Background: an optimization exercise with open tools, aiming at small area. Do not read the settings as production practice.
In this exercise RTL edits were held to simulation tests only and were not proved equivalent to the original.
In every run shown here, the design's own scripts or RTL, not TritonCTS, make the clock network.
The flow treats the clock pin as an ideal source. Dropping or thinning the clock tree relies on that and would not hold on a real chip.
Power and IR drop assume default switching activity.

**flow/flow/abc_5.script**
```
strash
dc2
dch -f
amap
topo
dnsize -c
```
**flow/flow/abc_1.script**
```
strash
dc2
dch -f
map -a
strash
dc2
dch -f
map -a
topo
dnsize -c
```
**flow/config.mk**
```make
export PLATFORM = sky130hd
export DESIGN_NAME = calc_func_top
export DESIGN_NICKNAME = calc_func_top
export VERILOG_FILES = /design/flow/design.v
export SDC_FILE = /design/flow/constraint.sdc
export NUM_CORES = 4
export LEC_CHECK = 0
export CAP_MARGIN = 0
export CORE_MARGIN = 2
export CORE_UTILIZATION = 60
export GPL_TIMING_DRIVEN = 0
export SLEW_MARGIN = 0
```
**flow/flow/dont_use_big.tcl**
```tcl
# Keep the resizer's slew and fanout repairs to small buffers: at this clock
# period the large ones only add area.
set_dont_use [get_lib_cells {sky130_fd_sc_hd__buf_6 sky130_fd_sc_hd__buf_8 sky130_fd_sc_hd__buf_12 sky130_fd_sc_hd__buf_16 sky130_fd_sc_hd__clkbuf_8}]
```
**flow/flow/clock_tree.tcl**
```tcl
# POST_CTS hook: replace the clock tree that clock_tree_synthesis built with
# a two-level tree: the clock port drives N leaf buffers, each driving one
# cluster of flip-flops (equal-sized clusters by placed location).
set nleaf [expr { [info exists ::env(CLK_LEAVES)] ? $::env(CLK_LEAVES) : 4 }]
set leaf_cell [expr { [info exists ::env(CLK_LEAF_CELL)] ? $::env(CLK_LEAF_CELL) : "sky130_fd_sc_hd__clkbuf_8" }]
set db [ord::get_db]
set block [ord::get_db_block]
set clk_net [$block findNet clk]

# Collect the clock sinks (register clock pins) behind the CTS buffers and
# remove those buffers and their nets.
proc collect_sinks { net } {
  set sinks {}
  foreach it [$net getITerms] {
    if { [$it isInputSignal] == 0 && [$it isOutputSignal] } { continue }
    set inst [$it getInst]
    set m [[$inst getMaster] getName]
    if { [string match "*clkbuf*" $m] && [[$it getMTerm] getName] eq "A" } {
      set onet [[$inst findITerm X] getNet]
      lappend ::to_delete_insts $inst
      lappend ::to_delete_nets $onet
      set sinks [concat $sinks [collect_sinks $onet]]
    } else {
      lappend sinks $it
    }
  }
  return $sinks
}
set ::to_delete_insts {}
set ::to_delete_nets {}
set sinks [collect_sinks $clk_net]
puts "clock_tree.tcl: [llength $sinks] sinks, [llength $::to_delete_insts] CTS buffers removed, $nleaf leaves of $leaf_cell"
foreach it $sinks { $it disconnect }
foreach inst $::to_delete_insts { odb::dbInst_destroy $inst }
foreach n $::to_delete_nets { if { $n ne "NULL" && $n ne "" } { odb::dbNet_destroy $n } }

# Sink locations (centre of each instance).
set pts {}
foreach it $sinks {
  set bb [[$it getInst] getBBox]
  lappend pts [list [expr { ([$bb xMin] + [$bb xMax]) / 2.0 }] [expr { ([$bb yMin] + [$bb yMax]) / 2.0 }]]
}
# Balanced clusters: split the sinks into CLK_ROWS bands by y, then each
# band into equal groups by x.
set nrows [expr { [info exists ::env(CLK_ROWS)] ? $::env(CLK_ROWS) : 2 }]
set ncols [expr { $nleaf / $nrows }]
set n [llength $pts]
set idx {}
for { set i 0 } { $i < $n } { incr i } { lappend idx [list $i {*}[lindex $pts $i]] }
set byy [lsort -real -index 2 $idx]
set assign [lrepeat $n 0]
set cent {}
set k 0
for { set r 0 } { $r < $nrows } { incr r } {
  set lo [expr { $r * $n / $nrows }]; set hi [expr { ($r + 1) * $n / $nrows }]
  set band [lsort -real -index 1 [lrange $byy $lo [expr { $hi - 1 }]]]
  set m [llength $band]
  for { set c 0 } { $c < $ncols } { incr c } {
    set glo [expr { $c * $m / $ncols }]; set ghi [expr { ($c + 1) * $m / $ncols }]
    set sx 0.0; set sy 0.0
    foreach e [lrange $band $glo [expr { $ghi - 1 }]] {
      lset assign [lindex $e 0] $k
      set sx [expr { $sx + [lindex $e 1] }]; set sy [expr { $sy + [lindex $e 2] }]
    }
    set cnt [expr { $ghi - $glo }]
    lappend cent [list [expr { $sx / $cnt }] [expr { $sy / $cnt }]]
    incr k
  }
}
set nleaf $k

set master [$db findMaster $leaf_cell]
for { set k 0 } { $k < $nleaf } { incr k } {
  set inst [odb::dbInst_create $block $master "clkbuf_leaf_$k"]
  set net [odb::dbNet_create $block "clknet_leaf_$k"]
  $net setSigType CLOCK
  [$inst findITerm A] connect $clk_net
  [$inst findITerm X] connect $net
  set c 0
  for { set i 0 } { $i < $n } { incr i } {
    if { [lindex $assign $i] == $k } { [lindex $sinks $i] connect $net; incr c }
  }
  lassign [lindex $cent $k] cx cy
  $inst setLocation [expr { int($cx) }] [expr { int($cy) }]
  $inst setPlacementStatus PLACED
  puts "clock_tree.tcl: leaf $k drives $c sinks"
}
detailed_placement
check_placement -verbose
estimate_parasitics -placement
report_clock_skew
report_check_types -max_slew -max_capacitance -violators
```
**flow/standard.sh**
```bash
#!/bin/bash
# synth_recipe.tcl (not shown) runs the flow's synth.tcl, then flattens the netlist and writes it again
# the make line also repeats each setting of config.mk as NAME=value (left out here)
make -C /OpenROAD-flow-scripts/flow DESIGN_CONFIG=/design/flow/config.mk WORK_HOME=/design/flow/orfs CLKGATE_MAP_FILE= SYNTH_SCRIPT=/design/flow/synth_recipe.tcl "${@:-finish}"
```
**flow/flow/run.sh**
```bash
#!/bin/bash
# Layout flow: the standard flow (standard.sh) with these changes.
#  - Synthesis: synth_recipe.tcl with Yosys's internal "abc -fast" skipped
#    (synth -noabc), so extract_fa sees the adder cells as the RTL writes
#    them, and the final abc run using an area-only mapping script (the
#    clock period leaves ample slack). Synthesis is run once with each of
#    flow/abc_*.script and the script giving the smallest cell area is used
#    for the layout. Register inference and flip-flop mapping are unchanged.
#  - Port buffers are buf_1 cells; synthesis buffers are removed at floorplan;
#    one tie cell per constant value.
#  - Clock tree: after clock_tree_synthesis, flow/clock_tree.tcl rebuilds it
#    as four clkbuf_16 buffers driven by the clock port, each driving a
#    quarter of the flip-flops grouped by location.
#  - The resizer's repairs may not use buffers larger than buf_4
#    (flow/dont_use_big.tcl).
# Each synthesis trial logs to synth_trial_N.log, the layout to
# standard_flow.log; ORFS also keeps its per-step logs under orfs/logs.
set -euo pipefail
export CLK_LEAVES=4 CLK_ROWS=2 CLK_LEAF_CELL=sky130_fd_sc_hd__buf_12
work=$PWD
reports=$work/orfs/reports/$FLOW_PLATFORM/calc_func_top/base

make_synth_tcl() {
  {
    sed '1s/yosys synth -nofsm -noshare /yosys synth -nofsm -noshare -noabc /' synth_recipe.tcl | head -1
    cat <<TCL
proc abc {args} {
  set i [lsearch -exact \$args -script]
  if { \$i >= 0 } { lset args [expr {\$i + 1}] $1 }
  yosys abc {*}\$args
}
TCL
    tail -n +2 synth_recipe.tcl
  } > custom_synth.tcl
  grep -q -- '-noabc' custom_synth.tcl
}

best=""
best_area=""
for script in "$work"/flow/abc_*.script; do
  n=$(basename "$script" .script)
  make_synth_tcl "$script"
  bash standard.sh "SYNTH_SCRIPT=$work/custom_synth.tcl" synth > "synth_trial_${n#abc_}.log" 2>&1 || continue
  area=$(awk '/Chip area for/ {print $NF}' "$reports/synth_stat.txt" | tail -1)
  echo "$n $area" >> synth_trials.txt
  if [[ -z "$best" ]] || awk -v a="$area" -v b="$best_area" 'BEGIN { exit !(a < b) }'; then
    best=$script
    best_area=$area
  fi
  bash standard.sh clean_synth > /dev/null 2>&1
done
echo "chosen: $(basename "$best") $best_area" >> synth_trials.txt
make_synth_tcl "$best"

bash standard.sh "SYNTH_SCRIPT=$work/custom_synth.tcl" \
  "BUFFER_PORTS_ARGS=-buffer_cell sky130_fd_sc_hd__buf_1" REMOVE_ABC_BUFFERS=1 \
  SKIP_REPAIR_TIE_FANOUT=1 \
  "CTS_ARGS=-sink_clustering_enable -repair_clock_nets -dont_use_dummy_load -buf_list sky130_fd_sc_hd__clkbuf_4" \
  "POST_CTS_TCL=$work/flow/clock_tree.tcl" \
  "PRE_GLOBAL_PLACE_TCL=$work/flow/dont_use_big.tcl" "PRE_RESIZE_TCL=$work/flow/dont_use_big.tcl" \
  "PRE_REPAIR_TIMING_POST_PLACE_TCL=$work/flow/dont_use_big.tcl" "PRE_GLOBAL_ROUTE_TCL=$work/flow/dont_use_big.tcl" \
  finish > standard_flow.log 2>&1
```
**flow/flow/abc_3.script**
```
strash
dc2
dch -f
map -a
strash
dch -f
map -a
topo
dnsize -c
```
**flow/flow/abc_4.script**
```
strash
dc2
dch -f
map -a
strash
dc2
dch -f
map -a
strash
dc2
dch -f
amap
topo
dnsize -c
```
**flow/flow/abc_2.script**
```
strash
dc2
dc2
dch -f
amap
topo
dnsize -c
```
**flow/constraint.sdc**
```tcl
create_clock -name core_clock -period 35.0 [get_ports {clk}]
set_input_delay 7.0000 -clock core_clock [delete_from_list [all_inputs] [get_ports {clk}]]
set_output_delay 7.0000 -clock core_clock [all_outputs]
set_load 0.01 [all_outputs]
```
**flow/design.v**
```verilog
module mul8(
    input [7:0] a,
    input [7:0] b,
    output [15:0] p
    );
    wire pp_0_0 = a[0] & b[0];
    wire pp_0_1 = a[1] & b[0];
    wire pp_0_2 = a[2] & b[0];
    wire pp_0_3 = a[3] & b[0];
    wire pp_0_4 = a[4] & b[0];
    wire pp_0_5 = a[5] & b[0];
    wire pp_0_6 = a[6] & b[0];
    wire pp_0_7 = a[7] & b[0];
    wire pp_1_0 = a[0] & b[1];
    wire pp_1_1 = a[1] & b[1];
    wire pp_1_2 = a[2] & b[1];
    wire pp_1_3 = a[3] & b[1];
    wire pp_1_4 = a[4] & b[1];
    wire pp_1_5 = a[5] & b[1];
    wire pp_1_6 = a[6] & b[1];
    wire pp_1_7 = a[7] & b[1];
    wire pp_2_0 = a[0] & b[2];
    wire pp_2_1 = a[1] & b[2];
    wire pp_2_2 = a[2] & b[2];
    wire pp_2_3 = a[3] & b[2];
    wire pp_2_4 = a[4] & b[2];
    wire pp_2_5 = a[5] & b[2];
    wire pp_2_6 = a[6] & b[2];
    wire pp_2_7 = a[7] & b[2];
    wire pp_3_0 = a[0] & b[3];
    wire pp_3_1 = a[1] & b[3];
    wire pp_3_2 = a[2] & b[3];
    wire pp_3_3 = a[3] & b[3];
    wire pp_3_4 = a[4] & b[3];
    wire pp_3_5 = a[5] & b[3];
    wire pp_3_6 = a[6] & b[3];
    wire pp_3_7 = a[7] & b[3];
    wire pp_4_0 = a[0] & b[4];
    wire pp_4_1 = a[1] & b[4];
    wire pp_4_2 = a[2] & b[4];
    wire pp_4_3 = a[3] & b[4];
    wire pp_4_4 = a[4] & b[4];
    wire pp_4_5 = a[5] & b[4];
    wire pp_4_6 = a[6] & b[4];
    wire pp_4_7 = a[7] & b[4];
    wire pp_5_0 = a[0] & b[5];
    wire pp_5_1 = a[1] & b[5];
    wire pp_5_2 = a[2] & b[5];
    wire pp_5_3 = a[3] & b[5];
    wire pp_5_4 = a[4] & b[5];
    wire pp_5_5 = a[5] & b[5];
    wire pp_5_6 = a[6] & b[5];
    wire pp_5_7 = a[7] & b[5];
    wire pp_6_0 = a[0] & b[6];
    wire pp_6_1 = a[1] & b[6];
    wire pp_6_2 = a[2] & b[6];
    wire pp_6_3 = a[3] & b[6];
    wire pp_6_4 = a[4] & b[6];
    wire pp_6_5 = a[5] & b[6];
    wire pp_6_6 = a[6] & b[6];
    wire pp_6_7 = a[7] & b[6];
    wire pp_7_0 = a[0] & b[7];
    wire pp_7_1 = a[1] & b[7];
    wire pp_7_2 = a[2] & b[7];
    wire pp_7_3 = a[3] & b[7];
    wire pp_7_4 = a[4] & b[7];
    wire pp_7_5 = a[5] & b[7];
    wire pp_7_6 = a[6] & b[7];
    wire pp_7_7 = a[7] & b[7];
    wire hs1 = pp_0_1 ^ pp_1_0;
    wire hc2 = pp_0_1 & pp_1_0;
    wire fs3 = pp_0_2 ^ pp_1_1 ^ pp_2_0;
    wire fc4 = (pp_0_2 & pp_1_1) | (pp_0_2 & pp_2_0) | (pp_1_1 & pp_2_0);
    wire hs5 = fs3 ^ hc2;
    wire hc6 = fs3 & hc2;
    wire fs7 = pp_0_3 ^ pp_1_2 ^ pp_2_1;
    wire fc8 = (pp_0_3 & pp_1_2) | (pp_0_3 & pp_2_1) | (pp_1_2 & pp_2_1);
    wire fs9 = pp_3_0 ^ fc4 ^ fs7;
    wire fc10 = (pp_3_0 & fc4) | (pp_3_0 & fs7) | (fc4 & fs7);
    wire hs11 = fs9 ^ hc6;
    wire hc12 = fs9 & hc6;
    wire fs13 = pp_0_4 ^ pp_1_3 ^ pp_2_2;
    wire fc14 = (pp_0_4 & pp_1_3) | (pp_0_4 & pp_2_2) | (pp_1_3 & pp_2_2);
    wire fs15 = pp_3_1 ^ pp_4_0 ^ fc8;
    wire fc16 = (pp_3_1 & pp_4_0) | (pp_3_1 & fc8) | (pp_4_0 & fc8);
    wire fs17 = fs13 ^ fc10 ^ fs15;
    wire fc18 = (fs13 & fc10) | (fs13 & fs15) | (fc10 & fs15);
    wire hs19 = fs17 ^ hc12;
    wire hc20 = fs17 & hc12;
    wire fs21 = pp_0_5 ^ pp_1_4 ^ pp_2_3;
    wire fc22 = (pp_0_5 & pp_1_4) | (pp_0_5 & pp_2_3) | (pp_1_4 & pp_2_3);
    wire fs23 = pp_3_2 ^ pp_4_1 ^ pp_5_0;
    wire fc24 = (pp_3_2 & pp_4_1) | (pp_3_2 & pp_5_0) | (pp_4_1 & pp_5_0);
    wire fs25 = fc14 ^ fs21 ^ fs23;
    wire fc26 = (fc14 & fs21) | (fc14 & fs23) | (fs21 & fs23);
    wire fs27 = fc16 ^ fs25 ^ fc18;
    wire fc28 = (fc16 & fs25) | (fc16 & fc18) | (fs25 & fc18);
    wire hs29 = fs27 ^ hc20;
    wire hc30 = fs27 & hc20;
    wire fs31 = pp_0_6 ^ pp_1_5 ^ pp_2_4;
    wire fc32 = (pp_0_6 & pp_1_5) | (pp_0_6 & pp_2_4) | (pp_1_5 & pp_2_4);
    wire fs33 = pp_3_3 ^ pp_4_2 ^ pp_5_1;
    wire fc34 = (pp_3_3 & pp_4_2) | (pp_3_3 & pp_5_1) | (pp_4_2 & pp_5_1);
    wire fs35 = pp_6_0 ^ fc22 ^ fc24;
    wire fc36 = (pp_6_0 & fc22) | (pp_6_0 & fc24) | (fc22 & fc24);
    wire fs37 = fs31 ^ fs33 ^ fc26;
    wire fc38 = (fs31 & fs33) | (fs31 & fc26) | (fs33 & fc26);
    wire fs39 = fs35 ^ fs37 ^ fc28;
    wire fc40 = (fs35 & fs37) | (fs35 & fc28) | (fs37 & fc28);
    wire hs41 = fs39 ^ hc30;
    wire hc42 = fs39 & hc30;
    wire fs43 = pp_0_7 ^ pp_1_6 ^ pp_2_5;
    wire fc44 = (pp_0_7 & pp_1_6) | (pp_0_7 & pp_2_5) | (pp_1_6 & pp_2_5);
    wire fs45 = pp_3_4 ^ pp_4_3 ^ pp_5_2;
    wire fc46 = (pp_3_4 & pp_4_3) | (pp_3_4 & pp_5_2) | (pp_4_3 & pp_5_2);
    wire fs47 = pp_6_1 ^ pp_7_0 ^ fc32;
    wire fc48 = (pp_6_1 & pp_7_0) | (pp_6_1 & fc32) | (pp_7_0 & fc32);
    wire fs49 = fc34 ^ fs43 ^ fs45;
    wire fc50 = (fc34 & fs43) | (fc34 & fs45) | (fs43 & fs45);
    wire fs51 = fc36 ^ fs47 ^ fs49;
    wire fc52 = (fc36 & fs47) | (fc36 & fs49) | (fs47 & fs49);
    wire fs53 = fc38 ^ fs51 ^ fc40;
    wire fc54 = (fc38 & fs51) | (fc38 & fc40) | (fs51 & fc40);
    wire hs55 = fs53 ^ hc42;
    wire hc56 = fs53 & hc42;
    wire fs57 = pp_1_7 ^ pp_2_6 ^ pp_3_5;
    wire fc58 = (pp_1_7 & pp_2_6) | (pp_1_7 & pp_3_5) | (pp_2_6 & pp_3_5);
    wire fs59 = pp_4_4 ^ pp_5_3 ^ pp_6_2;
    wire fc60 = (pp_4_4 & pp_5_3) | (pp_4_4 & pp_6_2) | (pp_5_3 & pp_6_2);
    wire fs61 = pp_7_1 ^ fc44 ^ fc46;
    wire fc62 = (pp_7_1 & fc44) | (pp_7_1 & fc46) | (fc44 & fc46);
    wire fs63 = fs57 ^ fs59 ^ fc48;
    wire fc64 = (fs57 & fs59) | (fs57 & fc48) | (fs59 & fc48);
    wire fs65 = fc50 ^ fs61 ^ fc52;
    wire fc66 = (fc50 & fs61) | (fc50 & fc52) | (fs61 & fc52);
    wire fs67 = fs63 ^ fs65 ^ fc54;
    wire fc68 = (fs63 & fs65) | (fs63 & fc54) | (fs65 & fc54);
    wire hs69 = fs67 ^ hc56;
    wire hc70 = fs67 & hc56;
    wire fs71 = pp_2_7 ^ pp_3_6 ^ pp_4_5;
    wire fc72 = (pp_2_7 & pp_3_6) | (pp_2_7 & pp_4_5) | (pp_3_6 & pp_4_5);
    wire fs73 = pp_5_4 ^ pp_6_3 ^ pp_7_2;
    wire fc74 = (pp_5_4 & pp_6_3) | (pp_5_4 & pp_7_2) | (pp_6_3 & pp_7_2);
    wire fs75 = fc58 ^ fc60 ^ fs71;
    wire fc76 = (fc58 & fc60) | (fc58 & fs71) | (fc60 & fs71);
    wire fs77 = fs73 ^ fc62 ^ fs75;
    wire fc78 = (fs73 & fc62) | (fs73 & fs75) | (fc62 & fs75);
    wire fs79 = fc64 ^ fs77 ^ fc66;
    wire fc80 = (fc64 & fs77) | (fc64 & fc66) | (fs77 & fc66);
    wire fs81 = fs79 ^ fc68 ^ hc70;
    wire fc82 = (fs79 & fc68) | (fs79 & hc70) | (fc68 & hc70);
    wire fs83 = pp_3_7 ^ pp_4_6 ^ pp_5_5;
    wire fc84 = (pp_3_7 & pp_4_6) | (pp_3_7 & pp_5_5) | (pp_4_6 & pp_5_5);
    wire fs85 = pp_6_4 ^ pp_7_3 ^ fc72;
    wire fc86 = (pp_6_4 & pp_7_3) | (pp_6_4 & fc72) | (pp_7_3 & fc72);
    wire fs87 = fc74 ^ fs83 ^ fc76;
    wire fc88 = (fc74 & fs83) | (fc74 & fc76) | (fs83 & fc76);
    wire fs89 = fs85 ^ fc78 ^ fs87;
    wire fc90 = (fs85 & fc78) | (fs85 & fs87) | (fc78 & fs87);
    wire fs91 = fs89 ^ fc80 ^ fc82;
    wire fc92 = (fs89 & fc80) | (fs89 & fc82) | (fc80 & fc82);
    wire fs93 = pp_4_7 ^ pp_5_6 ^ pp_6_5;
    wire fc94 = (pp_4_7 & pp_5_6) | (pp_4_7 & pp_6_5) | (pp_5_6 & pp_6_5);
    wire fs95 = pp_7_4 ^ fc84 ^ fs93;
    wire fc96 = (pp_7_4 & fc84) | (pp_7_4 & fs93) | (fc84 & fs93);
    wire fs97 = fc86 ^ fs95 ^ fc88;
    wire fc98 = (fc86 & fs95) | (fc86 & fc88) | (fs95 & fc88);
    wire fs99 = fc90 ^ fs97 ^ fc92;
    wire fc100 = (fc90 & fs97) | (fc90 & fc92) | (fs97 & fc92);
    wire fs101 = pp_5_7 ^ pp_6_6 ^ pp_7_5;
    wire fc102 = (pp_5_7 & pp_6_6) | (pp_5_7 & pp_7_5) | (pp_6_6 & pp_7_5);
    wire fs103 = fc94 ^ fs101 ^ fc96;
    wire fc104 = (fc94 & fs101) | (fc94 & fc96) | (fs101 & fc96);
    wire fs105 = fs103 ^ fc98 ^ fc100;
    wire fc106 = (fs103 & fc98) | (fs103 & fc100) | (fc98 & fc100);
    wire fs107 = pp_6_7 ^ pp_7_6 ^ fc102;
    wire fc108 = (pp_6_7 & pp_7_6) | (pp_6_7 & fc102) | (pp_7_6 & fc102);
    wire fs109 = fs107 ^ fc104 ^ fc106;
    wire fc110 = (fs107 & fc104) | (fs107 & fc106) | (fc104 & fc106);
    wire fs111 = pp_7_7 ^ fc108 ^ fc110;
    wire fc112 = (pp_7_7 & fc108) | (pp_7_7 & fc110) | (fc108 & fc110);
    assign p[0] = pp_0_0;
    assign p[1] = hs1;
    assign p[2] = hs5;
    assign p[3] = hs11;
    assign p[4] = hs19;
    assign p[5] = hs29;
    assign p[6] = hs41;
    assign p[7] = hs55;
    assign p[8] = hs69;
    assign p[9] = fs81;
    assign p[10] = fs91;
    assign p[11] = fs99;
    assign p[12] = fs105;
    assign p[13] = fs109;
    assign p[14] = fs111;
    assign p[15] = fc112;
endmodule
module calc_func_top(
    input clk,
    input rst,
    input [15:0] sw,
    input btnC,
    input btnU,
    input btnD,
    input btnR,
    input btnL,
    output [3:0] an,
    output [6:0] seg,
    output dp,
    output [15:0] led
    );
    wire [7:0] a = sw[15:8];
    wire [7:0] b = sw[7:0];
    reg [3:0] dcnt;
    always @(posedge clk)
        if (rst) dcnt <= 4'd0;
        else     dcnt <= {dcnt[2:0], dcnt[3] ^ dcnt[2] ^ (dcnt[2:0] == 3'd0)};
    wire sen  = (dcnt == 4'd13);     
    wire post = (dcnt == 4'd10);     
    localparam [4:0] S20 = 5'b11011, S21 = 5'b10110;
    reg [4:0] cc, cu, cd, cr, cl;
    wire keep = ~sen & ~rst;
    always @(posedge clk) begin
        cc <= ({5{sen & btnC & ~rst}} & ((cc == S20) ? S20 : shift(cc))) | ({5{keep}} & cc);
        cu <= ({5{sen & btnU & ~rst}} & step(cu)) | ({5{keep}} & cu);
        cd <= ({5{sen & btnD & ~rst}} & step(cd)) | ({5{keep}} & cd);
        cr <= ({5{sen & btnR & ~rst}} & step(cr)) | ({5{keep}} & cr);
        cl <= ({5{sen & btnL & ~rst}} & step(cl)) | ({5{keep}} & cl);
    end
    function [4:0] shift(input [4:0] c);
        shift = {c[3:0], ~(c[4] ^ c[2])};
    endfunction
    function [4:0] step(input [4:0] c);
        step = (c == S21) ? S21 : shift(c);
    endfunction
    wire lvl_c = (cc == S20);
    wire lvl_u = (cu == S20) | (cu == S21);
    wire lvl_d = (cd == S20) | (cd == S21);
    wire lvl_r = (cr == S20) | (cr == S21);
    wire lvl_l = (cl == S20) | (cl == S21);
    wire add_p  = post & (cu == S20);
    wire mult_p = post & (cr == S20);
    wire sub_p  = post & (cd == S20);
    wire div_p  = post & (cl == S20);
    wire sel_add  = lvl_c & lvl_u;
    wire sel_mult = lvl_c & lvl_r & ~lvl_u;
    wire sel_sub  = lvl_c & lvl_d & ~lvl_u & ~lvl_r;
    wire sel_div  = lvl_c & lvl_l & ~lvl_u & ~lvl_r & ~lvl_d;
    reg [2:0] state;
    always @(posedge clk)
        if (rst) state <= 3'd0;
        else     state <= {sel_div, sel_mult | sel_sub, sel_add | sel_sub};
    reg [1:0] addr;
    always @(posedge clk)
        if (rst)         addr <= 2'd0;
        else if (add_p)  addr <= 2'd0;
        else if (mult_p) addr <= 2'd1;
        else if (sub_p)  addr <= 2'd2;
        else if (div_p)  addr <= 2'd3;
    assign led = {~sel_add, ~sel_mult, ~sel_sub, ~sel_div, 5'd0, state, 2'd0, addr};
    wire wr      = |state;
    wire is_div  = state[2];
    wire is_mult = state[1] & ~state[0];
    wire is_sub  = state[1] & state[0];
    wire [7:0] as;
    wire       as_c;
    addsub8 u_as (.a(a), .b(b), .sub(is_sub), .s(as), .co(as_c));
    wire [15:0] p;
    mul8 u_mul (.a(a), .b(b), .p(p));
    wire [7:0] q;
    wire bz;
    div8 u_div (.a(a), .b(b), .q(q), .bz(bz));
    wire [15:0] r_as  = {{7{is_sub & ~as_c}}, as_c ^ is_sub, as};
    wire [15:0] r_div = {{8{bz}}, q};
    wire g_div = is_div & ~rst;
    wire g_mul = is_mult & ~rst;
    wire g_as  = ~is_div & ~is_mult & ~rst;
    wire [15:0] wdata = ({16{g_div}} & r_div) | ({16{g_mul}} & p) | ({16{g_as}} & r_as);
    reg [15:0] mem0, mem1, mem2, mem3, disp;
    always @(posedge clk) begin
        if (rst | (wr & (addr == 2'd0))) mem0 <= wdata;
        if (rst | (wr & (addr == 2'd1))) mem1 <= wdata;
        if (rst | (wr & (addr == 2'd2))) mem2 <= wdata;
        if (rst | (wr & (addr == 2'd3))) mem3 <= wdata;
    end
    wire ld = ~rst & ~wr;
    wire r0 = ld & (addr == 2'd0);
    wire r1 = ld & (addr == 2'd1);
    wire r2 = ld & (addr == 2'd2);
    wire r3 = ld & (addr == 2'd3);
    wire hold = ~rst & wr;
    always @(posedge clk)
        disp <= ({16{r0}} & mem0) | ({16{r1}} & mem1) | ({16{r2}} & mem2) | ({16{r3}} & mem3)
              | ({16{hold}} & disp);
    reg [2:0] cnt;
    reg clkd;
    reg [1:0] dig;
    always @(posedge clk)
        if (rst) begin
            cnt <= 3'd0; clkd <= 1'b0; dig <= 2'd0;
        end else if (cnt[2]) begin
            cnt <= 3'd0; clkd <= ~clkd;
            if (!clkd) dig <= {dig[0], ~dig[1]};    
        end else
            cnt <= cnt + 3'd1;
    assign an = {~(dig == 2'b10), ~(dig == 2'b11), ~(dig == 2'b01), ~(dig == 2'b00)};
    reg [3:0] nib;
    always @(*)
        case (dig)
            2'd0: nib = disp[3:0];
            2'd1: nib = disp[7:4];
            2'd3: nib = disp[11:8];
            default: nib = disp[15:12];
        endcase
    reg [6:0] s;
    always @(*)
        case (nib)
            4'h0: s = 7'b1000000;
            4'h1: s = 7'b1111001;
            4'h2: s = 7'b0100100;
            4'h3: s = 7'b0110000;
            4'h4: s = 7'b0011001;
            4'h5: s = 7'b0010010;
            4'h6: s = 7'b0000010;
            4'h7: s = 7'b1111000;
            4'h8: s = 7'b0000000;
            4'h9: s = 7'b0011000;
            4'ha: s = 7'b0001000;
            4'hb: s = 7'b0000011;
            4'hc: s = 7'b1000110;
            4'hd: s = 7'b0100001;
            4'he: s = 7'b0000110;
            default: s = 7'b0001110;
        endcase
    assign seg = s;
    assign dp = 1'b1;
endmodule
module addsub8(
    input [7:0] a,
    input [7:0] b,
    input sub,
    output [7:0] s,
    output co
    );
    wire [8:0] c;
    wire [7:0] bs = b ^ {8{sub}};
    assign c[0] = sub;
    genvar i;
    generate
        for (i = 0; i < 8; i = i + 1) begin : g_bit
            assign s[i] = a[i] ^ bs[i] ^ c[i];
            assign c[i+1] = (a[i] & bs[i]) | (a[i] & c[i]) | (bs[i] & c[i]);
        end
    endgenerate
    assign co = c[8];
endmodule
module div8(
    input [7:0] a,
    input [7:0] b,
    output [7:0] q,
    output bz
    );
    wire [7:0] nb = ~b;
    wire [8:1] hz;
    assign hz[8] = 1'b1;
    genvar w, j;
    generate
        for (w = 7; w >= 1; w = w - 1) begin : g_hz
            assign hz[w] = hz[w+1] & nb[w];
        end
    endgenerate
    assign bz = hz[1] & nb[0];
    wire [71:0] rem;
    generate
        for (w = 1; w <= 8; w = w + 1) begin : g_step
            wire [w-1:0] tt;
            if (w == 1) begin : g_first
                assign tt = a[7];
            end else begin : g_next
                assign tt = {rem[8*(w-1) +: w-1], a[8-w]};
            end
            wire [w:0] c;
            wire [w-1:0] d;
            assign c[1] = tt[0] | nb[0];
            for (j = 1; j < w; j = j + 1) begin : g_bit
                if (w < 8) begin : g_fa
                    assign d[j] = tt[j] ^ nb[j] ^ c[j];
                    assign c[j+1] = (tt[j] & nb[j]) | (tt[j] & c[j]) | (nb[j] & c[j]);
                end else begin : g_cmp
                    assign c[j+1] = (tt[j] & nb[j]) | (tt[j] & c[j]) | (nb[j] & c[j]);
                end
            end
            assign q[8-w] = hz[w] & c[w];
            if (w > 1) begin : g_rhi
                assign rem[8*w+1 +: w-1] = q[8-w] ? d[w-1:1] : tt[w-1:1];
            end
            assign rem[8*w] = tt[0] ^ (q[8-w] & b[0]);
        end
    endgenerate
endmodule
```
==> results.cfg, run 1 <==
[outcome]
outcome = finished clean

[finish]
nets = 851
area_delta_synth_final_pct = 6.49
drive_gt1_share_pct = 2.45
design_area_um2 = 7740
diodes = 0

[logic_synthesis]
syn-cell-area_um2 = 7270
yosysMostFrequentCell = clkinv_1
synthTopCellsByCount = 124 x clkinv_1, 95 x nor2_1, 77 x fa_1
yosys-top-cells-area = edfxtp_1 26%, fa_1 21%, dfxtp_1 15%
ys.warnings.count = 1
postSynthCellCount = 693
ys_ff_latch = 120
synth_top_area_cell = edfxtp_1
synth_top_area_share_pct = 26.4
ys_seq_area_share_pct = 41.8
synth_edf_count = 64
ys.flop_type = edfxtp_1
ys_types = 39
syn_area_per_cell_um2 = 10.5
async_flop_share_pct = 0

[worst_setup_path]
cp_slowest_cell = nor4_1
critPathRequiredTime_ps = 34870
path_max_fanout = 10
r2r_end = mem0[10]$_DFFE_PP_
crit_type = input pin to flop
end_kind = flop
r2r_slack_ps = 29290
slowest_delay_ps = 830
cp.arrival_ps = 24290
r2r_start = state[0]$_SDFF_PP0_
reg2reg_depth = 16
critPathLaunchType = input pin
cp_common_cell = fa_1

[power]
powerDensity_nw_per_um2 = 38.5
vdd_drop_max_uv = 23.5
p_leak_nw = 2.72

[timing]
period_needed_ps = 24420
hold_slack_ps = 433
min_period_over_period_pct = 69.8
setup_violations = 0
drv_slew = 0
skew_ps = 11.5
hold_viol_final = 0
fmax_mhz = 41.0
tightest_slew_ps = 1240
rsz0062_at_grt = false
setup_slack_ps = 10590
max_slew_margin_pct = 16.4
fin_setup_tns_ps = 0

[route]
routed_via_density = 6.12
wirelength_um = 16000
drc_errors = 0
via_count = 5404
ant_nets = 0
wl_per_cell_um = 18.2
drtIter0Drc = 365
drtPass1Iterations = 8

[global_route]
grt_max_degree = 31
grt_pass1_wl_um = 27000
grt.overflow.total = 0
grt_util_all_layers_pct = 26.4
grt_pass1_vias = 5563
antenna_found_initial = 0

[die]
ios = 51
design.core.area_um2 = 11900
start_util_pct = 61.1
fp.dieArea_um2 = 13000
die_x_um = 114
num_rows = 40
die_h_um = 114

[cts]
clk_pin_slew_ps = 110
clock_sinks = 120
worstSkewPairLatency_ps = 140

[place]
place_area_um2 = 7660
dp_hpwl_um = 12300
io_buffer_count = 42
place.gp.congestion = 0.894
dp_slack_ps = 10450

[worst_hold_path]
hold_end = cnt[0]$_SDFF_PP0_
holdPathStages = 1
worstHoldStart = cnt[2]$_SDFF_PP0_
hold_class = flop to flop

[job]
drv_cap = 0
==> state kept, by name (all words and copies together) (netlist names), 2 cells and up <==
name   count
mem1      16
cd         5
cnt        3
cl         5
disp      16
dig        2
state      3
addr       2
cu         5
mem3      16
dcnt       4
mem0      16
mem2      16
cc         5
cr         5
==> placed cells by master (no fill, tap or decap), types with 10 or more instances in the layout <==
cell type	count
edfxtp_1	64
a21oi_1	25
ha_1	13
o22ai_1	31
nor2_1	95
o221ai_1	16
nor3_1	10
o21ai_0	43
dfxtp_1	56
fa_1	77
a222oi_1	21
buf_1	42
clkinv_1	124
nand2_1	21
==> power by group <==
part           internal (mW)  total [mW]  switching, mW
clock network         0.0187      0.0511         0.0324
logic                 0.0367      0.0886         0.0518
registers              0.156       0.158        0.00242
==> per-stage QoR <==
stage          total power [mW]  cells  util (%)
2_1_floorplan             0.226    684         -
3_3_place_gp              0.246    873      63.4
3_5_place_dp              0.251    879      64.3
5_1_grt                   0.319    883      65.0
6_report                  0.298    883      65.0
==> worst max path at each step <==
stage | slack (ps) | endpoint | start | depth (start not counted)
final | 10590 | mem2[0]$_DFFE_PP_ | sw[5] | 55
after global routing | 9150 | mem2[0]$_DFFE_PP_ | sw[5] | 55
after detailed placement | 10450 | mem1[0]$_DFFE_PP_ | sw[5] | 55
after global placement | 10740 | mem0[0]$_DFFE_PP_ | sw[4] | 55
after floorplan | 12910 | mem0[0]$_DFFE_PP_ | sw[4] | 55
==> routing by layer <==
metal  GRT usage [%]  share of wire (%)  wire length [µm]
met5               0                  0                 0
met4            7.48                2.1               330
met3            2.33                4.6               736
met2            46.3                 50              8020
met1            35.5                 43              6950
==> worst max-delay path: cells and delay by family <==
kind / cells / cell delay (ps)
fa+ha+maj: 21 / 8940
simple gates: 11 / 4060
compound gates: 21 / 3450
buf+inv: 2 / 820
==> layout make-up <==
class | instances | area, µm²
sequential | 120 | 3040
timing repair buffer | 48 | 200
tap | 147 | 184
buffer | 4 | 80.1
multi-input combinational | 440 | 3770
inverter | 124 | 465
fill | 971 | 4170
==> kinds of logic after synthesis <==
family	Yosys count	share of synthesized area, %
buffers and inverters	133	7.33
adder cells (fa/ha/maj)	90	23.4
other	2	0.103
flip-flops	120	41.8
AND/OR/NAND/NOR	169	10.2
AO/OA/AOI/OAI	179	17.1
==> inputs of run 2 (changes only) <==
--- a/flow/flow/run.sh
+++ b/flow/flow/run.sh
@@ -18,3 +18,3 @@
 set -euo pipefail
-export CLK_LEAVES=4 CLK_ROWS=2 CLK_LEAF_CELL=sky130_fd_sc_hd__buf_12
+export CLK_LEAVES=4 CLK_ROWS=2 CLK_LEAF_CELL=sky130_fd_sc_hd__clkbuf_16
 work=$PWD
==> results.cfg, run 2 <==
[outcome]
outcome = finished clean

[logic_synthesis]
synthTopCellsByCount = 124 x clkinv_1, 95 x nor2_1, 77 x fa_1
ys_seq_area_share_pct = 41.8
postSynthCellCount = 693
yosysMostFrequentCell = clkinv_1
syn_area_per_cell_um2 = 10.5
synth_edf_count = 64
syn-cell-area_um2 = 7270
ys_types = 39
ys.warnings.count = 1
synth_top_area_share_pct = 26.4
async_flop_share_pct = 0
yosys-top-cells-area = edfxtp_1 26%, fa_1 21%, dfxtp_1 15%
synth_top_area_cell = edfxtp_1
ys.flop_type = edfxtp_1
ys_ff_latch = 120

[worst_hold_path]
worstHoldStart = cnt[0]$_SDFF_PP0_
hold_class = flop to flop

[route]
ant_nets = 0
drc_errors = 0
drtPass1Iterations = 5
wirelength_um = 16000
via_count = 5436
drtIter0Drc = 365
routed_via_density = 6.15
wl_per_cell_um = 18.1

[timing]
skew_ps = 12.6
fin_setup_tns_ps = 0
hold_viol_final = 0
max_slew_margin_pct = 18.8
fmax_mhz = 41.1
drv_slew = 0
period_needed_ps = 24350
rsz0062_at_grt = false
tightest_slew_ps = 1210
setup_violations = 0
hold_slack_ps = 435
min_period_over_period_pct = 69.6

[worst_setup_path]
cp_slowest_cell = nor4_1
cp.arrival_ps = 24250
crit_type = input pin to flop
slowest_delay_ps = 820
critPathRequiredTime_ps = 34900
end_kind = flop
path_max_fanout = 12
r2r_start = state[0]$_SDFF_PP0_
critPathBufInv = 2
crit_family = adder cells
r2r_slack_ps = 29330
critical_path.startpoint = sw[4]
cp_common_cell = fa_1
critPathLaunchType = input pin

[place]
dp_cells = 879
place.gp.congestion = 0.894
io_buffer_count = 42
place_area_um2 = 7660
dp_hpwl_um = 12300

[power]
p_leak_nw = 2.74
power_mw = 0.301
vdd_drop_max_uv = 26.6
powerDensity_nw_per_um2 = 38.7

[die]
die_x_um = 114
design.core.area_um2 = 11900
num_rows = 40
start_util_pct = 61.1
ios = 51
fp.dieArea_um2 = 13000
die_h_um = 114

[finish]
nets = 852
drive_gt1_share_pct = 2.44
design_area_um2 = 7760
mostFrequentLayoutCells = 124 x clkinv_1, 95 x nor2_1, 77 x fa_1
area_delta_synth_final_pct = 6.76
final_cells = 884
diodes = 0
layout_commonest_cell = clkinv_1

[global_route]
grt_max_degree = 31
grt_util_all_layers_pct = 26.5
antenna_found_initial = 0
grt_pass1_vias = 5581
grt_pass1_wl_um = 27100
grt.overflow.total = 0

[cts]
worstSkewPairLatency_ps = 170
clock_sinks = 120
clk_pin_slew_ps = 110

[job]
drv_cap = 0
## run 2: cell types whose count changed in the layout (fill, tap and decap cells not counted), sizes merged
cell,previous run,this run
buf,52,49
clkbuf,0,4
## run 2: kinds of logic after synthesis
| group | after synthesis | synth area share [%] |
|---|---|---|
| flip-flops | 120 | 41.8 |
| buffers and inverters | 133 | 7.33 |
| adder cells (fa/ha/maj) | 90 | 23.4 |
| AO/OA/AOI/OAI | 179 | 17.1 |
| other | 2 | 0.103 |
| AND/OR/NAND/NOR | 169 | 10.2 |
## run 2: final timing paths
kind | depth (start not counted) | end
worst min register to register | 1 | cnt[0]$_SDFF_PP0_
worst min-delay path | 1 | cnt[0]$_SDFF_PP0_
worst max register to register | 16 | mem0[10]$_DFFE_PP_
worst max-delay path | 55 | mem2[0]$_DFFE_PP_
## run 2: worst reg2reg max path, delay by kind of cell, from the launching register on
family | cells | cell delay [ps]
AOI/OAI and AO/OA | 2 | 490
DFF | 1 | 360
and+or+nand+nor | 1 | 260
buffers and inverters | 3 | 520
adders and majority gates | 10 | 3750
## run 2: per-stage QoR
step / util, % / worst slack, ps
6_report: 65.2 / 10650
2_1_floorplan: - / 12910
5_1_grt: 65.2 / 9180
3_3_place_gp: 63.4 / 10740
3_5_place_dp: 64.3 / 10450
## run 2: final cells by class
type	instances	area, µm²
multi-input cells	440	3770
flip-flops and latches	120	3040
repair buffers	49	205
plain buffers	4	100
well taps	147	184
inverters	124	465
fillers	966	4150
## run 2: report_power, final
part / switching (mW) / internal, mW / total [mW]
sequential: 0.00242 / 0.156 / 0.158
combinational: 0.0518 / 0.0368 / 0.0886
clock: 0.0325 / 0.0212 / 0.0537
total: 0.0867 / 0.214 / 0.301
## run 2: metal layers
| layer | GRT usage [%] | vias up | wire length, µm |
|---|---|---|---|
| met3 | 2.17 | 22 | 895 |
| met1 | 35.8 | 2665 | 6760 |
| li1 | - | 2551 | - |
| met2 | 46.0 | 198 | 8070 |
| met4 | 8.21 | 0 | 320 |
| met5 | 0 | - | 0 |
==> inputs of run 3 (changes only) <==
--- a/flow/flow/run.sh
+++ b/flow/flow/run.sh
@@ -11,3 +11,3 @@
 #  - Clock tree: after clock_tree_synthesis, flow/clock_tree.tcl rebuilds it
-#    as four clkbuf_16 buffers driven by the clock port, each driving a
+#    as four buf_12 buffers driven by the clock port, each driving a
 #    quarter of the flip-flops grouped by location.
@@ -18,3 +18,3 @@
 set -euo pipefail
-export CLK_LEAVES=4 CLK_ROWS=2 CLK_LEAF_CELL=sky130_fd_sc_hd__clkbuf_16
+export CLK_LEAVES=4 CLK_ROWS=2 CLK_LEAF_CELL=sky130_fd_sc_hd__buf_12
 work=$PWD
==> flow/flow/abc_1.script (replaced) <==
strash
dc2
dch -f
map -a
strash
dc2
dch -f
amap
topo
dnsize -c
==> flow/flow/abc_2.script (replaced) <==
strash
dc2
dch -f
map -a
strash
dc2
dch -f
map -a
strash
dc2
dch -f
amap
topo
dnsize -c
==> flow/flow/abc_3.script (replaced) <==
strash
dc2
dch -f
map -a
strash
dc2
dch -f
map -a
strash
dc2
dch -f
map -a
strash
dc2
dch -f
amap
topo
dnsize -c
==> flow/flow/abc_4.script (replaced) <==
strash
dc2
dch -f
amap
topo
dnsize -c
==> flow/flow/abc_5.script (replaced) <==
strash
dc2
dc2
dch -f
amap
topo
dnsize -c
==> flow/flow/abc_6.script (new file) <==
strash
dc2
dch -f
map -a
strash
dc2
dch -f
map -a
topo
dnsize -c
==> results.cfg, run 3 <==
[worst_hold_path]
hold_class = flop to flop
hold_end = cnt[0]$_SDFF_PP0_
worstHoldStart = cnt[2]$_SDFF_PP0_
holdPathStages = 1

[finish]
nets = 851
mostFrequentLayoutCells = 124 x clkinv_1, 95 x nor2_1, 77 x fa_1
layout_commonest_cell = clkinv_1
drive_gt1_share_pct = 2.45
area_delta_synth_final_pct = 6.49
design_area_um2 = 7740
postLayoutCoreUtil_pct = 65.0
diodes = 0

[global_route]
grt_pass1_vias = 5563
grt.overflow.total = 0
grt_pass1_wl_um = 27000
grt_util_all_layers_pct = 26.4
grt_max_degree = 31
antenna_found_initial = 0

[place]
place.gp.congestion = 0.894
io_buffer_count = 42
place_area_um2 = 7660
dp_hpwl_um = 12300

[cts]
worstSkewPairLatency_ps = 140
clk_pin_slew_ps = 110
clock_sinks = 120

[logic_synthesis]
synth_edf_count = 64
syn-cell-area_um2 = 7270
ys.warnings.count = 1
ys_types = 39
postSynthCellCount = 693
synth_top_area_cell = edfxtp_1
synthTopCellsByCount = 124 x clkinv_1, 95 x nor2_1, 77 x fa_1
ys_ff_latch = 120
syn_area_per_cell_um2 = 10.5
yosysMostFrequentCell = clkinv_1
ys.flop_type = edfxtp_1
async_flop_share_pct = 0
yosys-top-cells-area = edfxtp_1 26%, fa_1 21%, dfxtp_1 15%
ys_seq_area_share_pct = 41.8
synth_top_area_share_pct = 26.4

[power]
p_leak_nw = 2.72
vdd_drop_max_uv = 23.5
powerDensity_nw_per_um2 = 38.5

[die]
start_util_pct = 61.1
fp.dieArea_um2 = 13000
design.core.area_um2 = 11900
ios = 51
num_rows = 40
die_h_um = 114
die_x_um = 114

[timing]
min_period_over_period_pct = 69.8
hold_slack_ps = 433
period_needed_ps = 24420
fin_setup_tns_ps = 0
setup_violations = 0
fmax_mhz = 41.0
drv_slew = 0
skew_ps = 11.5
rsz0062_at_grt = false
tightest_slew_ps = 1240
max_slew_margin_pct = 16.4
hold_viol_final = 0

[worst_setup_path]
r2r_slack_ps = 29290
cp.arrival_ps = 24290
reg2reg_depth = 16
end_kind = flop
slowest_delay_ps = 830
critical_path.startpoint = sw[5]
r2r_end = mem0[10]$_DFFE_PP_
critPathRequiredTime_ps = 34870
path_max_fanout = 10
crit_type = input pin to flop
r2r_start = state[0]$_SDFF_PP0_
cp_slowest_cell = nor4_1
critPathLaunchType = input pin
cp_common_cell = fa_1

[route]
via_count = 5404
drtPass1Iterations = 8
ant_nets = 0
wl_per_cell_um = 18.2
routed_via_density = 6.12
drc_errors = 0
wirelength_um = 16000
drtIter0Drc = 365

[job]
drv_cap = 0

[outcome]
outcome = finished clean
## run 3: cell counts after synthesis
Identical to the previous run, type by type.
## run 3: how the worst max path moves through the flow
stage / cells past startpoint / endpoint
6_report: 55 / mem2[0]$_DFFE_PP_
5_1_grt: 55 / mem2[0]$_DFFE_PP_
3_5_place_dp: 55 / mem1[0]$_DFFE_PP_
3_3_place_gp: 55 / mem0[0]$_DFFE_PP_
2_1_floorplan: 55 / mem0[0]$_DFFE_PP_
## run 3: power by group
group | switching, mW | internal (mW)
Sequential | 0.00242 | 0.156
Clock | 0.0324 | 0.0187
Combinational | 0.0518 | 0.0367
Total | 0.0866 | 0.211
## run 3: per-layer routing
layer / track usage [%] / part of all wire (%)
met5: 0 / 0
met2: 46.3 / 50
met1: 35.5 / 43
met3: 2.33 / 4.6
met4: 7.48 / 2.1
## run 3: cells by family (layout without fill, tap and decap cells)
kind of cell | after synthesis | count (layout) | synth area share, %
compound gates | 179 | 179 | 17.1
simple gates | 169 | 169 | 10.2
buf+inv | 133 | 176 | 7.33
flops | 120 | 120 | 41.8
fa+ha+maj | 90 | 90 | 23.4
other cells | 2 | 2 | 0.103
## run 3: final cells by class
cell class	count	area (µm²)
sequential	120	3040
fill	971	4170
timing repair buffer	48	200
multi-input combinational	440	3770
inverter	124	465
tap	147	184
buffer	4	80.1
## run 3: critical path, delay by kind of cell
family                     cells  cell delay [ps]
and+or+nand+nor               11             4060
buffers and inverters          2              820
AOI/OAI and AO/OA             21             3450
adders and majority gates     21             8940
## run 3: metrics by stage
stage	setup slack, ps	power (mW)	cells
floorplan	12910	0.226	684
global placement	10740	0.246	873
detailed placement	10450	0.251	879
global route	9150	0.319	883
finish	10590	0.298	883
==> inputs of run 4 (changes only) <==
--- a/flow/config.mk
+++ b/flow/config.mk
@@ -9,3 +9,3 @@
 export CORE_MARGIN = 2
-export CORE_UTILIZATION = 60
+export CORE_UTILIZATION = 80
 export GPL_TIMING_DRIVEN = 0
==> results.cfg, run 4 <==
[route]
wl_per_cell_um = 21.7
drtIter0Drc = 797
via_count = 5910
drc_errors = 0
wl_met2_um = 9170
ant_nets = 0
routedLengthMet1_um = 6660
wl_met3_um = 1680
routed_via_density = 7.04
highest_layer = met4
wirelength_um = 18300
drtPass1Iterations = 6

[logic_synthesis]
ys_seq_area_share_pct = 41.8
yosysMostFrequentCell = clkinv_1
synth_top_area_share_pct = 26.4
synth_edf_count = 64
ys_types = 39
synth_top_area_cell = edfxtp_1
syn-cell-area_um2 = 7270
ys.flop_type = edfxtp_1
yosys-top-cells-area = edfxtp_1 26%, fa_1 21%, dfxtp_1 15%
ys.warnings.count = 1
ys_ff_latch = 120
async_flop_share_pct = 0
syn_area_per_cell_um2 = 10.5
postSynthCellCount = 693
synthTopCellsByCount = 124 x clkinv_1, 95 x nor2_1, 77 x fa_1

[global_route]
antenna_found_initial = 0
grt.overflow.total = 0
grt_pass1_wl_um = 29400
grt_util_all_layers_pct = 38.3
grt_pass1_vias = 5991
grt_max_degree = 31

[die]
start_util_pct = 83.0
die_x_um = 99.3
die_h_um = 99.3
num_rows = 34
ios = 51
fp.dieArea_um2 = 9870
design.core.area_um2 = 8760

[timing]
tightest_slew_ps = 1140
setup_slack_ps = 10380
max_slew_margin_pct = 23.1
min_period_over_period_pct = 70.4
hold_viol_final = 0
fmax_mhz = 40.6
rsz0062_at_grt = false
setup_violations = 0
skew_ps = 9.50
period_needed_ps = 24620
drv_slew = 0
fin_setup_tns_ps = 0

[worst_setup_path]
critPathRequiredTime_ps = 34880
r2r_slack_ps = 29270
path_max_fanout = 12
critPathLaunchType = input pin
crit_type = input pin to flop
cp_slowest_cell = nor3_1
slowest_delay_ps = 790
cp_common_cell = fa_1
end_kind = flop
cp.arrival_ps = 24510

[finish]
diodes = 0
layout_commonest_cell = clkinv_1
area_delta_synth_final_pct = 5.40
postLayoutCoreUtil_pct = 87.5
nets = 847
mostFrequentLayoutCells = 124 x clkinv_1, 95 x nor2_1, 77 x fa_1
nFillCells = 414
drive_gt1_share_pct = 1.91

[power]
p_leak_nw = 2.71
powerDensity_nw_per_um2 = 39.6
vdd_drop_max_uv = 25.1
power_mw = 0.304

[cts]
clk_pin_slew_ps = 110
worstSkewPairLatency_ps = 150
clock_sinks = 120

[place]
dp_slack_ps = 10470
dp_hpwl_um = 13200
io_buffer_count = 42
place.gp.congestion = 0.978

[worst_hold_path]
hold_class = flop to flop

[job]
drv_cap = 0

[outcome]
outcome = finished clean
-- run 4: layout make-up --
class	count	area, µm²	share of cell area (%)
inverter	124	465	6.07
tap	108	135	1.76
buffer	4	80.1	1.04
timing repair buffer	44	170	2.22
multi-input combinational	440	3770	49.2
sequential	120	3040	39.7
-- run 4: per-stage QoR --
step	std cells	instance area, µm²	hold WS, ps
after floorplan	684	7200	396
final	840	7660	437
after global placement	834	7500	406
after global routing	840	7660	466
after detailed placement	836	7570	420
-- run 4: path summary, 6_finish.rpt --
kind	from	to	cells past startpoint
max	sw[4]	mem0[0]$_DFFE_PP_	55
min	cnt[0]$_SDFF_PP0_	cnt[0]$_SDFF_PP0_	1
max reg2reg	state[0]$_SDFF_PP0_	mem2[10]$_DFFE_PP_	16
min reg2reg	cnt[0]$_SDFF_PP0_	cnt[0]$_SDFF_PP0_	1
-- run 4: worst max-delay path, delay by kind of cell --
family          cells  cell delay, ps
fa+ha+maj          21            9010
simple gates       11            4170
compound gates     21            3520
buf+inv             2             830
-- run 4: power breakdown --
part | internal (mW) | switching [mW]
sequential | 0.156 | 0.00307
combinational | 0.0371 | 0.0551
clock | 0.0187 | 0.0336
total | 0.212 | 0.0918
-- run 4: per-layer routing --
layer	track usage, %	vias up
met4	17.2	0
met3	5.20	83
met5	0	-
met2	64.7	434
met1	50.4	2856
li1	-	2537
-- run 4: kinds of logic (layout without fill, tap and decap cells) --
kind of cell / count (synthesis) / in the layout / share of synthesized area, %
AOI/OAI and AO/OA: 179 / 179 / 17.1
and+or+nand+nor: 169 / 169 / 10.2
buffers and inverters: 133 / 172 / 7.33
DFF: 120 / 120 / 41.8
adders and majority gates: 90 / 90 / 23.4
other: 2 / 2 / 0.103
==> inputs of run 5 (changes only) <==
--- a/flow/flow/run.sh
+++ b/flow/flow/run.sh
@@ -13,3 +13,3 @@
 #    quarter of the flip-flops grouped by location.
-#  - The resizer's repairs may not use buffers larger than buf_4
+#  - The resizer's repairs may not use buffers larger than buf_2
 #    (flow/dont_use_big.tcl).
==> flow/flow/dont_use_big.tcl (replaced) <==
# Keep the resizer's slew and fanout repairs to small buffers: at this clock
# period the large ones only add area.
set_dont_use [get_lib_cells {sky130_fd_sc_hd__buf_4 sky130_fd_sc_hd__clkbuf_4 sky130_fd_sc_hd__bufbuf_8 sky130_fd_sc_hd__bufbuf_16 sky130_fd_sc_hd__clkbuf_16 sky130_fd_sc_hd__buf_6 sky130_fd_sc_hd__buf_8 sky130_fd_sc_hd__buf_12 sky130_fd_sc_hd__buf_16 sky130_fd_sc_hd__clkbuf_8}]
--- a/flow/config.mk
+++ b/flow/config.mk
@@ -9,3 +9,3 @@
 export CORE_MARGIN = 2
-export CORE_UTILIZATION = 80
+export CORE_UTILIZATION = 60
 export GPL_TIMING_DRIVEN = 0
==> results.cfg, run 5 <==
[outcome]
outcome = finished clean

[job]
drv_cap = 0

[global_route]
grt_max_degree = 31
grt.overflow.total = 0
grt_pass1_vias = 5595
grt_pass1_wl_um = 27500
antenna_found_initial = 0
grt_util_all_layers_pct = 26.9

[logic_synthesis]
async_flop_share_pct = 0
synthTopCellsByCount = 124 x clkinv_1, 95 x nor2_1, 77 x fa_1
synth_edf_count = 64
synth_top_area_share_pct = 26.4
ys.flop_type = edfxtp_1
ys_types = 39
syn_area_per_cell_um2 = 10.5
syn-cell-area_um2 = 7270
ys_seq_area_share_pct = 41.8
postSynthCellCount = 693
yosysMostFrequentCell = clkinv_1
ys_ff_latch = 120
yosys-top-cells-area = edfxtp_1 26%, fa_1 21%, dfxtp_1 15%
synth_top_area_cell = edfxtp_1
ys.warnings.count = 1

[timing]
skew_ps = 9.95
tightest_slew_ps = 1230
hold_viol_final = 0
min_period_over_period_pct = 69.9
rsz0062_at_grt = false
period_needed_ps = 24460
fmax_mhz = 40.9
drv_slew = 0
setup_violations = 0
max_slew_margin_pct = 17.2
fin_setup_tns_ps = 0

[die]
num_rows = 40
design.core.area_um2 = 11900
fp.dieArea_um2 = 13000
ios = 51
die_x_um = 114
die_h_um = 114
start_util_pct = 61.1

[route]
via_count = 5461
drc_errors = 0
drtPass1Iterations = 5
wl_per_cell_um = 18.2
routed_via_density = 6.18
ant_nets = 0
drtIter0Drc = 472
wirelength_um = 16100

[place]
place_area_um2 = 7650
dp_hpwl_um = 12300
place.gp.congestion = 0.894
io_buffer_count = 42

[worst_setup_path]
critPathBufInv = 2
crit_family = adder cells
path_max_fanout = 12
critPathLaunchType = input pin
crit_type = input pin to flop
critPathRequiredTime_ps = 34980
slowest_delay_ps = 840
cp.arrival_ps = 24440
end_kind = flop
cp_common_cell = fa_1
cp_slowest_cell = nor4_1

[power]
swShare_pct = 29.0
p_int_mw = 0.211
powerDensity_nw_per_um2 = 38.5
vdd_drop_max_uv = 21.2
p_leak_nw = 2.72
seqPwrFrac_pct = 53.2
clkPwrFrac_pct = 17.1
p_comb_share_pct = 29.7
p_switching_mw = 0.0863

[worst_hold_path]
hold_class = flop to flop

[cts]
clock_sinks = 120
clk_pin_slew_ps = 110
worstSkewPairLatency_ps = 140

[finish]
layout_commonest_cell = clkinv_1
nets = 851
mostFrequentLayoutCells = 124 x clkinv_1, 95 x nor2_1, 77 x fa_1
postLayoutCoreUtil_pct = 64.9
drive_gt1_share_pct = 2.45
diodes = 0
design_area_um2 = 7730
area_delta_synth_final_pct = 6.31
[run 5: cell counts after synthesis]
Identical to the previous run, type by type.
[run 5: path summary, 6_finish.rpt]
| kind | slack [ps] | endpoint | cells after the start | from |
|---|---|---|---|---|
| worst max-delay path | 10540 | mem2[0]$_DFFE_PP_ | 54 | sw[4] |
| worst min-delay path | 440 | cnt[0]$_SDFF_PP0_ | 1 | cnt[2]$_SDFF_PP0_ |
| worst max register to register | 29210 | mem0[10]$_DFFE_PP_ | 16 | state[0]$_SDFF_PP0_ |
| worst min register to register | 440 | cnt[0]$_SDFF_PP0_ | 1 | cnt[2]$_SDFF_PP0_ |
[run 5: power by group through the flow]
stage	clock (mW)	sequential (mW)	combinational, mW
6_report	0.0507	0.158	0.0885
5_1_grt	0.0564	0.159	0.104
3_5_place_dp	0	0.162	0.0898
3_3_place_gp	0	0.161	0.0846
2_1_floorplan	0	0.161	0.0653
[run 5: through the flow]
step,total power [mW],setup WS (ps),hold WS [ps],cells
6_report,0.297,10540,435,883
5_1_grt,0.319,9050,457,883
3_5_place_dp,0.251,10520,424,879
3_3_place_gp,0.246,10740,407,873
2_1_floorplan,0.226,12910,396,684
[run 5: logic make-up after synthesis]
group	after synthesis	share of synthesized area (%)
flops	120	41.8
compound gates	179	17.1
simple gates	169	10.2
buf+inv	133	7.33
other cells	2	0.103
fa+ha+maj	90	23.4
[run 5: final cells by class]
| class | count | area [µm²] |
|---|---|---|
| Multi-Input combinational cell | 440 | 3770 |
| Inverter | 124 | 465 |
| Buffer | 4 | 80.1 |
| Fill cell | 989 | 4180 |
| Sequential cell | 120 | 3040 |
| Tap cell | 147 | 184 |
| Timing Repair Buffer | 48 | 188 |
[run 5: routing by layer]
| metal | routed length [µm] | share of wire [%] | GRT usage, % | vias to the layer above |
|---|---|---|---|---|
| met5 | 0 | 0 | 0 | - |
| met4 | 350 | 2.2 | 7.24 | 0 |
| li1 | - | - | - | 2551 |
| met2 | 8060 | 50 | 46.5 | 195 |
| met1 | 6770 | 42 | 36.4 | 2686 |
| met3 | 922 | 5.7 | 3.28 | 29 |
[run 5: worst register-to-register path, delay by kind of cell (launching register included)]
kind            cells  cell delay, ps
simple gates        1             290
compound gates      2             510
buf+inv             3             530
flops               1             380
fa+ha+maj          10            3810
==> inputs of run 6 (changes only) <==
--- a/flow/flow/run.sh
+++ b/flow/flow/run.sh
@@ -4,6 +4,7 @@
 #    (synth -noabc), so extract_fa sees the adder cells as the RTL writes
-#    them, and the final abc run using an area-only mapping script (the
-#    clock period leaves ample slack). Synthesis is run once with each of
-#    flow/abc_*.script and the script giving the smallest cell area is used
-#    for the layout. Register inference and flip-flop mapping are unchanged.
+#    them, and the final abc run using an area-oriented script (the clock
+#    period leaves ample slack): ABC's &deepsyn (40 s, with a given seed)
+#    followed by area-only mapping. Synthesis is run once with each of
+#    flow/abc_*.script and the one giving the smallest cell area is used for
+#    the layout. Register inference and flip-flop mapping are unchanged.
 #  - Port buffers are buf_1 cells; synthesis buffers are removed at floorplan;
@@ -13,3 +14,3 @@
 #    quarter of the flip-flops grouped by location.
-#  - The resizer's repairs may not use buffers larger than buf_2
+#  - The resizer's repairs may not use buffers larger than buf_4
 #    (flow/dont_use_big.tcl).
@@ -37,2 +38,5 @@
 
+# Each trial's synthesis results (the whole orfs folder after the synth
+# step) are kept, and the chosen one is put back, so that the layout uses
+# exactly the netlist that was measured (&deepsyn stops on a time limit).
 best=""
@@ -41,14 +45,20 @@
   n=$(basename "$script" .script)
+  n=${n#abc_}
   make_synth_tcl "$script"
-  bash standard.sh "SYNTH_SCRIPT=$work/custom_synth.tcl" synth > "synth_trial_${n#abc_}.log" 2>&1 || continue
+  rm -rf orfs
+  bash standard.sh "SYNTH_SCRIPT=$work/custom_synth.tcl" synth > "synth_trial_$n.log" 2>&1 || continue
   area=$(awk '/Chip area for/ {print $NF}' "$reports/synth_stat.txt" | tail -1)
-  echo "$n $area" >> synth_trials.txt
+  echo "trial $n ($(basename "$script")): $area" >> synth_trials.txt
+  cp -a orfs "synth_trial_$n.orfs"
   if [[ -z "$best" ]] || awk -v a="$area" -v b="$best_area" 'BEGIN { exit !(a < b) }'; then
-    best=$script
+    best=$n
     best_area=$area
   fi
-  bash standard.sh clean_synth > /dev/null 2>&1
 done
-echo "chosen: $(basename "$best") $best_area" >> synth_trials.txt
-make_synth_tcl "$best"
+echo "chosen: trial $best, $best_area" >> synth_trials.txt
+rm -rf orfs
+cp -a "synth_trial_$best.orfs" orfs
+rm -rf synth_trial_*.orfs
+cp "$work/flow/abc_$best.script" chosen_abc.script
+make_synth_tcl "$work/chosen_abc.script"
 
==> flow/flow/abc_1.script (replaced) <==
strash
&get -n
&deepsyn -T 40 -S 0
&put
dch -f
map -a
strash
dc2
dch -f
amap
topo
dnsize -c
==> flow/flow/abc_2.script (replaced) <==
strash
&get -n
&deepsyn -T 40 -S 1
&put
dch -f
map -a
strash
dc2
dch -f
amap
topo
dnsize -c
==> flow/flow/abc_3.script (replaced) <==
strash
&get -n
&deepsyn -T 40 -S 2
&put
dch -f
map -a
strash
dc2
dch -f
amap
topo
dnsize -c
==> flow/flow/abc_4.script (replaced) <==
strash
&get -n
&deepsyn -T 40 -S 7
&put
dch -f
map -a
strash
dc2
dch -f
amap
topo
dnsize -c
==> flow/flow/abc_5.script (replaced) <==
strash
&get -n
&deepsyn -T 40 -S 11
&put
dch -f
map -a
strash
dc2
dch -f
amap
topo
dnsize -c
==> flow/flow/abc_6.script (replaced) <==
strash
dc2
dch -f
map -a
strash
dc2
dch -f
amap
topo
dnsize -c
==> flow/flow/dont_use_big.tcl (replaced) <==
# Keep the resizer's slew and fanout repairs to small buffers: at this clock
# period the large ones only add area.
set_dont_use [get_lib_cells {sky130_fd_sc_hd__buf_6 sky130_fd_sc_hd__buf_8 sky130_fd_sc_hd__buf_12 sky130_fd_sc_hd__buf_16 sky130_fd_sc_hd__clkbuf_8}]
--- a/flow/config.mk
+++ b/flow/config.mk
@@ -9,3 +9,3 @@
 export CORE_MARGIN = 2
-export CORE_UTILIZATION = 60
+export CORE_UTILIZATION = 80
 export GPL_TIMING_DRIVEN = 0
==> results.cfg, run 6 <==
[timing]
drv_slew = 0
period_needed_ps = 24430
tightest_slew_ps = 1220
hold_viol_final = 0
setup_violations = 0
rsz0062_at_grt = false
fin_setup_tns_ps = 0
min_period_over_period_pct = 69.8
skew_ps = 11.6
max_slew_margin_pct = 17.8
fmax_mhz = 40.9

[die]
design.core.area_um2 = 8720
num_rows = 34
die_h_um = 98.7
die_x_um = 98.7
fp.dieArea_um2 = 9740
start_util_pct = 82.3
ios = 51

[outcome]
outcome = finished clean

[logic_synthesis]
muxShareOfSynthArea_pct = 0
synth_xor_area_share_pct = 0
synth_top_area_cell = edfxtp_1
synth_top_area_share_pct = 26.8
syn-cell-area_um2 = 7170
ys_ff_latch = 120
syn_area_per_cell_um2 = 10.5
ys.flop_type = edfxtp_1
synth_compound_gate_area_share_pct = 16.3
synth_top_family_by_area = adder cells
ys_types = 37
ys_seq_area_share_pct = 42.4
synth_fa_ha_area_share_pct = 23.8
synthTopCellsByCount = 99 x nor2_1, 92 x clkinv_1, 77 x fa_1
synth_edf_count = 64
postSynthCellCount = 683
yosys-top-cells-area = edfxtp_1 27%, fa_1 21%, dfxtp_1 16%
async_flop_share_pct = 0
yosys.area_share.simple_pct = 11.7
yosysMostFrequentCell = nor2_1
ys.warnings.count = 1

[worst_setup_path]
cp_slowest_cell = nor4_1
crit_type = input pin to flop
cp_common_cell = fa_1
endpoint = mem1[0]$_DFFE_PP_
cp.arrival_ps = 24410
critical_path.startpoint = sw[6]
slowest_delay_ps = 880
path_max_fanout = 12
critPathLaunchType = input pin
reg2reg_depth = 16
r2r_end = mem2[11]$_DFFE_PP_
r2r_slack_ps = 29160
end_kind = flop
r2r_start = state[0]$_SDFF_PP0_
critPathRequiredTime_ps = 34970

[place]
dp_hpwl_um = 13400
dp_cells = 828
io_buffer_count = 42
place_area_um2 = 7500
place.gp.congestion = 0.927

[global_route]
grt.overflow.total = 0
grt_util_met1_pct = 50.7
grtUsageMet3_pct = 6.17
grt_pass1_wl_um = 30200
top_usage_layer = met2
grt_max_degree = 31
grt_pass1_vias = 6066
grt_util_all_layers_pct = 39.8
antenna_found_initial = 0
grtUsageMet2_pct = 69.3

[finish]
area_delta_synth_final_pct = 5.72
layout_commonest_cell = nor2_1
nets = 839
design_area_um2 = 7580
mostFrequentLayoutCells = 99 x nor2_1, 92 x clkinv_1, 77 x fa_1
drive_gt1_share_pct = 2.21
diodes = 0
postLayoutCoreUtil_pct = 87.0
final_cells = 832
nFillCells = 424

[power]
p_leak_nw = 2.75
power_mw = 0.307
vdd_drop_max_uv = 22.6
powerDensity_nw_per_um2 = 40.5

[route]
drc_errors = 0
wirelength_um = 18600
routed_via_density = 7.18
drtPass1Iterations = 8
ant_nets = 0
via_count = 5970
wl_per_cell_um = 22.3
drtIter0Drc = 659

[worst_hold_path]
worstHoldStart = cnt[0]$_SDFF_PP0_
hold_class = flop to flop

[cts]
worstSkewPairLatency_ps = 150
clock_sinks = 120
clk_pin_slew_ps = 110

[job]
drv_cap = 0
[run 6: cell types whose count changed in the layout (fill, tap and decap cells not counted), sizes merged, moves of 6 or more]
cell,change
clkinv,-32
nand2,+20
nand3,+9
o211ai,+7
o221ai,-16
or2,-6
[run 6: power breakdown]
group	internal [mW]	total (mW)	switching [mW]
registers	0.157	0.160	0.00348
logic	0.0378	0.0952	0.0574
clock network	0.0187	0.0517	0.0330
total	0.213	0.307	0.0939
[run 6: final cells by class]
cell class,count,area (µm²),share of cell area [%]
sequential,120,3040,40.1
inverter,92,345,4.55
tap,108,135,1.78
buffer,4,80.1,1.06
multi-input combinational,462,3790,50.0
timing repair buffer,46,188,2.47
[run 6: per-layer routing]
layer / share of wire, % / wire [µm]
met5: 0 / 0
met4: 5.2 / 974
met3: 10 / 1900
met2: 50 / 9270
met1: 35 / 6420
[run 6: stage by stage]
step	hold WS, ps	setup WS (ps)
2_1_floorplan	396	13120
3_3_place_gp	408	11260
3_5_place_dp	420	10550
5_1_grt	441	9560
6_report	433	10570
[run 6: worst min path at each step]
stage                        end  slack, ps  cells after the start
2_1_floorplan  cnt[0]$_SDFF_PP0_        400                      1
5_1_grt        cnt[0]$_SDFF_PP0_        440                      1
3_3_place_gp   cnt[0]$_SDFF_PP0_        410                      1
3_5_place_dp   cnt[0]$_SDFF_PP0_        420                      1
6_report       cnt[0]$_SDFF_PP0_        430                      1
[run 6: worst max-delay path: cells and delay by family]
kind,cells,cell delay (ps)
adders and majority gates,21,8970
and+or+nand+nor,12,4020
buffers and inverters,2,800
AOI/OAI and AO/OA,20,3620
[run 6: cells by family (layout without fill, tap and decap cells)]
family,count (synthesis),count (layout)
buf+inv,101,142
other cells,2,2
simple gates,196,196
fa+ha+maj,90,90
compound gates,174,174
flops,120,120

==> separate check: timing with driven ports <==
The results above use ideal ports. As a check the final layouts listed here were re-extracted and re-timed, cells and wires unchanged.
Step 1: set_driving_cell puts a clkbuf_16 on clk and a buf_2 on each other input, an assumption about the parent block.
Step 2 adds t to the input delays and takes it off the output delays; t is the mean of the earliest and latest rising clock arrival at the registers after step 1. Input paths then give back, and output paths get back, about the clock's delay inside the block.
a / b / c = ideal ports / drivers / drivers and shift; a / b = the first two.
run | shift t [ns] | setup WS [ns] | latest minus earliest clock arrival (ns)
run 1 | 0.225 | 10.585 / 10.646 / 10.421 | 0.016 / 0.016
run 2 | 0.240 | 10.653 / 10.704 / 10.463 | 0.014 / 0.015
run 3 | 0.225 | 10.585 / 10.646 / 10.421 | 0.016 / 0.016
run 4 | 0.226 | 10.376 / 10.436 / 10.210 | 0.011 / 0.011
run 5 | 0.224 | 10.541 / 10.602 / 10.378 | 0.012 / 0.012
run 6 | 0.226 | 10.566 / 10.629 / 10.403 | 0.012 / 0.011
After both steps every run listed still meets setup and hold. For run 2, which loses most, drivers alone change the setup slack by +0.051 ns; drivers and shift together by -0.190 ns.
